Context: an optimization exercise on an open-source flow, tuned for a short achievable clock period and few clock cycles. The choices shown serve that exercise and are no tape-out recipe. Function was checked by simulation only, so behaviour that the tests miss may differ from the original.

// mips_cpu
module mips_cpu(
  clk, reset,
  imem_addr, imem_rdata,
  dmem_addr, dmem_wdata, dmem_we, dmem_rdata,
  print_valid, print_data, halted
    );
Size: ~7000 cells after synthesis, about 150 I/O pins.
==> flow/config.mk <==
export PLATFORM = sky130hd
export DESIGN_NAME = mips_cpu
export DESIGN_NICKNAME = mips_cpu
export VERILOG_FILES = /design/flow/design.v
export SDC_FILE = /design/flow/constraint.sdc
export NUM_CORES = 4
export LEC_CHECK = 0
export CAP_MARGIN = 20
export CORE_MARGIN = 2
export CORE_UTILIZATION = 45
export PLACE_DENSITY = 0.6
export SLEW_MARGIN = 20
==> flow/constraint.sdc <==
create_clock -name core_clock -period 10.0 [get_ports {clk}]
set_input_delay 2.0000 -clock core_clock [delete_from_list [all_inputs] [get_ports {clk}]]
set_output_delay 2.0000 -clock core_clock [all_outputs]
set_load 0.01 [all_outputs]
standard.sh (not shown) runs the stock make flow with config.mk's settings and CLKGATE_MAP_FILE= SYNTH_SCRIPT=/design/flow/synth_recipe.tcl, a recipe that flattens the netlist after the stock synthesis.
==> flow/flow/run.sh <==
#!/bin/bash
# The standard layout (standard synthesis unchanged), with repair_timing aiming
# for extra setup slack so the layout is pushed below the design's 10 ns period.
set -o pipefail
bash standard.sh SETUP_SLACK_MARGIN=6.5 ABC_CLOCK_PERIOD_IN_PS=3000 finish > flow_make.log 2>&1
Testbench counts at the start, summed over its fixed seeds: cycles 167,082.
Next try:
--- a/flow/design.v
+++ b/flow/design.v
@@ -60,33 +60,22 @@
     reg         pv_r;
     reg  [31:0] pd_r;
     reg  [31:0] rf [1:31];
     wire [31:0] ldata = m_isLh ? {{16{dmem_rdata[15]}}, dmem_rdata[15:0]} : dmem_rdata;
     wire [31:0] wb_data = m_isLoad ? ldata : m_res;
     assign dmem_addr  = m_res[11:2];
     assign dmem_wdata = m_SD;
     assign dmem_we    = m_isStore & ~halt_r;
-    reg  [31:0] w_data;
-    reg  [4:0]  w_rd;
-    reg         w_wr;
-    always @(posedge clk) begin
-      if (reset) w_wr <= 1'b0;
-      else w_wr <= m_wr;
-      w_data <= wb_data;
-      w_rd <= m_rd;
-    end
-    reg rst_q;
-    always @(posedge clk) rst_q <= reset;
     integer i;
     always @(posedge clk) begin
-      if (rst_q) begin
+      if (reset) begin
         for (i = 1; i < 32; i = i + 1) rf[i] <= 32'd0;
-      end else if (w_wr) begin
-        rf[w_rd] <= w_data;
+      end else if (m_wr) begin
+        rf[m_rd] <= wb_data;
       end
     end
     wire [31:0] A  = e_A;
     wire [31:0] B  = e_B;
     wire [31:0] SD = e_SD;
     wire [31:0] sum, dif;
     wire        sum_co, dif_co;
     ks_add32 u_add(.a(A), .b(B), .cin(1'b0), .s(sum), .cout(sum_co));
@@ -123,17 +112,18 @@
         pv_r <= e_v & e_isSys & ~halt_r;
       end
       if (e_v & e_isSys) pd_r <= SD;
     end
     assign halted = halt_r;
     assign print_valid = pv_r;
     assign print_data = pd_r;
     always @(posedge clk) begin
-      if (e_v & e_isJal) ra_pred <= e_A;
+      if (reset) ra_pred <= 32'd0;
+      else if (e_v & e_isJal) ra_pred <= e_A;
     end
     always @(posedge clk) begin
       if (reset) begin
         m_wr <= 1'b0;
         m_isLoad <= 1'b0;
         m_isStore <= 1'b0;
       end else begin
         m_wr <= e_v & e_wr;
@@ -192,21 +182,19 @@
     wire usesSD = i_sw | r_sys;
     wire useImm = ~usesB;
     wire [31:0] sext = {{16{imm[15]}}, imm};
     wire [31:0] immv = r_shi ? {27'd0, sh} : i_addiu ? {16'd0, imm} : i_jal ? 32'd0 : sext;
     wire [31:0] rfA = (d_rA == 5'd0) ? 32'd0 : rf[d_rA];
     wire [31:0] rfB = (d_rB == 5'd0) ? 32'd0 : rf[d_rB];
     wire hitA = m_wr & (m_rd == d_rA);
     wire hitB = m_wr & (m_rd == d_rB);
-    wire hwA = w_wr & (w_rd == d_rA);
-    wire hwB = w_wr & (w_rd == d_rB);
     wire [31:0] d_pc4 = {d_pc[31:2] + 30'd1, d_pc[1:0]};
-    wire [31:0] valA = hitA ? wb_data : hwA ? w_data : (i_jal ? d_pc4 : rfA);
-    wire [31:0] valB = hitB ? wb_data : hwB ? w_data : rfB;
+    wire [31:0] valA = hitA ? wb_data : (i_jal ? d_pc4 : rfA);
+    wire [31:0] valB = hitB ? wb_data : rfB;
     wire mA = e_v & e_wr & (e_rd == d_rA);
     wire mB = e_v & e_wr & (e_rd == d_rB);
     wire stall = d_v & e_isLoad & ((usesA & mA) | ((usesB | usesSD) & mB));
     wire [30:0] btsum = {d_pc[31:2], 1'b1} + {sext[29:0], 1'b1};
     wire [31:0] d_btgt = {btsum[30:1], d_pc[1:0]};
     wire [31:0] d_jtgt = {d_pc4[31:28], d_ir[25:0], 2'b00};
     always @(posedge clk) begin
       if (reset | redirect | stall | ~d_v) e_v <= 1'b0;
What happened: The new run went through all stages and came out clean. Final cell count grows slightly. Register-to-register slack gains 0.42 ns. Area after synthesis shrinks by a few percent. Wire length grows slightly. Setup slack is better by 0.42 ns. Clock skew fell by 0.011 ns. First-iteration DRC count grows by about a fifth.
Testbench counts after the change, summed over its fixed seeds: cycles 167,082.

-- port drivers added, routing unchanged --
The flow's constraints put no driver on any port. The routed layouts listed below were extracted and timed again, unchanged, in two steps. Step 1, drivers: a clkbuf_16 drives clk and a buf_2 each remaining input, both assumed. Step 2 adds t to the input delays and takes it off the output delays; t is the mean of the earliest and latest rising clock arrival at the registers after step 1. Input paths then give back, and output paths get back, about the clock's delay inside the block. a / b / c = ideal / step 1 / step 2; a / b = the first two.
run	t, ns	slack for setup (ns)	pins driven straight from the clock port
the first run	0.910	6.003 / 6.003 / 5.562	1
the second run	0.913	6.419 / 6.419 / 5.598	1
After both steps setup and hold are still met in every run listed. For the second run, which loses most, drivers alone change the setup slack by 0.000 ns; drivers and shift together by -0.821 ns.
